Background: an optimization exercise with open tools, aiming at small area and a short achievable clock period. Do not read the settings as production practice.

==> 05-28: inputs <==
## IIR
module IIR (
    input              clk,
    input              rst_n,
    input        [7:0] adc,
    output       [7:0] dac,
    output             adc_clk,
    output             dac_clk
);
reg [3:0] c;
reg       s;
always @(posedge clk or negedge rst_n)
    if (!rst_n) begin c <= 4'd0; s <= 1'b0; end
    else if (c == 4'd11) begin c <= 4'd0; s <= ~s; end
    else c <= c + 4'd1;
assign adc_clk = s;
assign dac_clk = s;
wire en = (c == 4'd11) & ~s;
reg [7:0] x1;
reg [9:0] w;     
reg [8:0] y1, y2;
wire [8:0] y;
always @(posedge clk or negedge rst_n)
    if (!rst_n) begin x1 <= 8'd0; w <= 10'd0; y1 <= 9'd0; y2 <= 9'd0; end
    else if (en) begin x1 <= adc; w <= wn; y1 <= y; y2 <= y1; end
wire i1;
wire i2;
wire i3;
wire i4;
wire i5;
wire i6;
wire i7;
wire i8;
wire i9;
wire i10;
wire s11;
wire c12;
wire s13;
wire c14;
wire s15;
wire c16;
wire s17;
wire c18;
wire s19;
wire c20;
wire s21;
wire c22;
wire s23;
wire c24;
wire s25;
wire c26;
wire s27;
wire c28;
wire s29;
wire c30;
wire s31;
wire c32;
wire s33;
wire c34;
wire s35;
wire c36;
wire s37;
wire c38;
wire s39;
wire c40;
wire s41;
wire c42;
wire s43;
wire c44;
wire s45;
wire c46;
wire s47;
wire c48;
wire s49;
wire c50;
wire s51;
wire c52;
wire s53;
wire c54;
wire s55;
wire c56;
wire s57;
wire c58;
wire s59;
wire c60;
wire s61;
wire c62;
wire s63;
wire c64;
wire s65;
wire c66;
wire s67;
wire c68;
wire s69;
wire c70;
wire s71;
wire c72;
  ...
export LEC_CHECK = 0
export CAP_MARGIN = 20
export CORE_MARGIN = 2
export CORE_UTILIZATION = 40
export SLEW_MARGIN = 20
export SYNTH_HIERARCHICAL = 1
export SYNTH_MINIMUM_KEEP_SIZE = 0
create_clock -name core_clock -period 17.0 [get_ports {clk}]
standard.sh (not shown) runs the stock make flow with config.mk's settings and CLKGATE_MAP_FILE= SYNTH_SCRIPT=/design/flow/synth_recipe.tcl, a recipe that flattens the netlist after the stock synthesis.
==> flow/flow/run.sh <==
#!/bin/bash
# Standard ORFS layout with two changes: plain buffers (buf_2) on the ports
# instead of the delay cells buffer_ports picks by default, and a clock tree
# without dummy load cells, built from small clock buffers.
set -o pipefail
cp standard.sh standard_sh.txt
export BUFFER_PORTS_ARGS="-buffer_cell sky130_fd_sc_hd__buf_2"
export CTS_ARGS="-sink_clustering_enable -repair_clock_nets -dont_use_dummy_load -buf_list {sky130_fd_sc_hd__clkbuf_4 sky130_fd_sc_hd__clkbuf_8}"
bash standard.sh > standard.log 2>&1
==> 03-04: changes against 05-28 <==
--- a/flow/design.v
+++ b/flow/design.v
@@ -301,53 +301,18 @@
 wire s277;
 wire c278;
 wire s279;
 wire c280;
 wire s281;
 wire c282;
 wire s283;
 wire c284;
-wire g285;
-wire p286;
-wire g287;
-wire p288;
-wire g289;
-wire p290;
-wire g291;
-wire p292;
-wire g293;
-wire p294;
-wire g295;
-wire p296;
-wire G297;
-wire P298;
-wire G299;
-wire P300;
-wire G301;
-wire P302;
-wire G303;
-wire P304;
-wire G305;
-wire P306;
-wire G307;
-wire P308;
-wire G309;
-wire P310;
-wire G311;
-wire P312;
-wire G313;
-wire P314;
-wire G315;
-wire P316;
-wire G317;
-wire P318;
 wire [20:0] sum1;
-wire [8:0] sum1_hi = {s283, s281, s277, c262, s261, s249, s235, c202, c182} + {1'b0, 1'b0, 1'b0, s271, 1'b0, 1'b0, 1'b0, s219, s201} + G317;
-assign sum1 = {sum1_hi, 12'b0};
+assign sum1 = {s283, s281, s277, c262, s261, s249, s235, c202, c182, c160, c138, s137, c92, c72, s71, s53, s37, c18, s17, s11, x1[0]} + {1'b0, 1'b0, 1'b0, s271, 1'b0, 1'b0, 1'b0, s219, s201, s181, s159, 1'b0, s113, s91, 1'b0, 1'b0, 1'b0, s25, 1'b0, 1'b0, y2[0]};
 wire [9:0] wn = {1'b0, adc, 1'b0} + {2'b0, x1};
 assign i1 = ~y1[8];
 assign i2 = ~y2[8];
 assign i3 = ~y2[0];
 assign i4 = ~y2[1];
 assign i5 = ~y2[2];
 assign i6 = ~y2[3];
 assign i7 = ~y2[4];
@@ -493,49 +458,15 @@
 iir_fa us269 (.a(s265), .b(c256), .c(s267), .s(s269), .co(c270));
 iir_fa us271 (.a(c258), .b(s269), .c(c260), .s(s271), .co(c272));
 iir_fa us273 (.a(y1[6]), .b(i10), .c(c264), .s(s273), .co(c274));
 iir_fa us275 (.a(c266), .b(s273), .c(c268), .s(s275), .co(c276));
 iir_fa us277 (.a(s275), .b(c270), .c(c272), .s(s277), .co(c278));
 iir_fa us279 (.a(y1[7]), .b(y2[8]), .c(c274), .s(s279), .co(c280));
 iir_fa us281 (.a(s279), .b(c276), .c(c278), .s(s281), .co(c282));
 iir_fa us283 (.a(i1), .b(c280), .c(c282), .s(s283), .co(c284));
-assign g285 = x1[0] & y2[0];
-assign p286 = x1[0] | y2[0];
-assign g287 = c18 & s25;
-assign p288 = c18 | s25;
-assign g289 = c72 & s91;
-assign p290 = c72 | s91;
-assign g291 = c92 & s113;
-assign p292 = c92 | s113;
-assign g293 = c138 & s159;
-assign p294 = c138 | s159;
-assign g295 = c160 & s181;
-assign p296 = c160 | s181;
-assign G297 = 1'b0 | (s17 & 1'b0);
-assign P298 = s17 & s11;
-assign G299 = G297 | (P298 & g285);
-assign P300 = P298 & p286;
-assign G301 = 1'b0 | (s53 & 1'b0);
-assign P302 = s53 & s37;
-assign G303 = G301 | (P302 & g287);
-assign P304 = P302 & p288;
-assign G305 = G303 | (P304 & G299);
-assign P306 = P304 & P300;
-assign G307 = g291 | (p292 & g289);
-assign P308 = p292 & p290;
-assign G309 = G307 | (P308 & 1'b0);
-assign P310 = P308 & s71;
-assign G311 = g295 | (p296 & g293);
-assign P312 = p296 & p294;
-assign G313 = G311 | (P312 & 1'b0);
-assign P314 = P312 & s137;
-assign G315 = G313 | (P314 & G309);
-assign P316 = P314 & P310;
-assign G317 = G315 | (P316 & G305);
-assign P318 = P316 & P306;
 assign y = sum1[20:12];
 assign dac = y[7:0];
 endmodule
 module iir_fa (input a, input b, input c, output s, output co);
 assign s = a ^ b ^ c;
 assign co = (a & b) | (a & c) | (b & c);
 endmodule
==> comparison table <==
quantity	05-28	03-04
Final core utilization	43.6%	43.6%
First-pass GRT wire length	18,400 µm	17,500 µm
Layout cells sized above 1	8.19%	9.77%
Final critical path time including I/O delays and setup	11.09 ns	10.39 ns
Number of DRC markers after the initial detailed-route iteration	152	132
Worst-Margin Slew	0.959 ns	0.580 ns
Status	finished clean	finished clean
Combined area of all synthesized cells	0.00498 mm²	0.00499 mm²
Maximum cell stage delay along the critical path	0.49 ns	0.45 ns
Synth Area in Adders	58.2%	58.4%
Post-layout instance area	0.00526 mm²	0.00528 mm²
Clock-cell share	1.31%	1.30%
Mean routed wirelength per cell	19.3 µm	18.6 µm
Worst Path Arrival	7.69 ns	6.99 ns
Synthesized net count	555	554
Function was not checked in any run of this note: the RTL went through the layout flow alone.

static timing again, ports no longer ideal:
The results above use ideal ports. As a check the final layouts listed here were re-extracted and re-timed, cells and wires unchanged. Step 1, drivers: a clkbuf_16 drives clk and a buf_2 each remaining input, both assumed. Step 2 adds t to the input delays and takes it off the output delays; t is the mean of the earliest and latest rising clock arrival at the registers after step 1. Input paths then give back, and output paths get back, about the clock's delay inside the block. a / b / c = ideal / step 1 / step 2; a / b = the first two.
run | t, ns | slack for setup (ns) | worst hold slack (ns) | worst setup path after step 2 | clock arrival spread, ns
05-28 | 0.344 | 5.907 / 5.883 / 5.883 | 0.462 / 0.462 / 0.462 | input to output | 0.025 / 0.025
03-04 | 0.332 | 6.614 / 6.587 / 6.587 | 0.458 / 0.458 / 0.458 | input to output | 0.010 / 0.010
After both steps every run listed still meets setup and hold. The setup slack of 03-04, which loses most, moves by -0.027 ns with the drivers and by -0.027 ns with both steps.
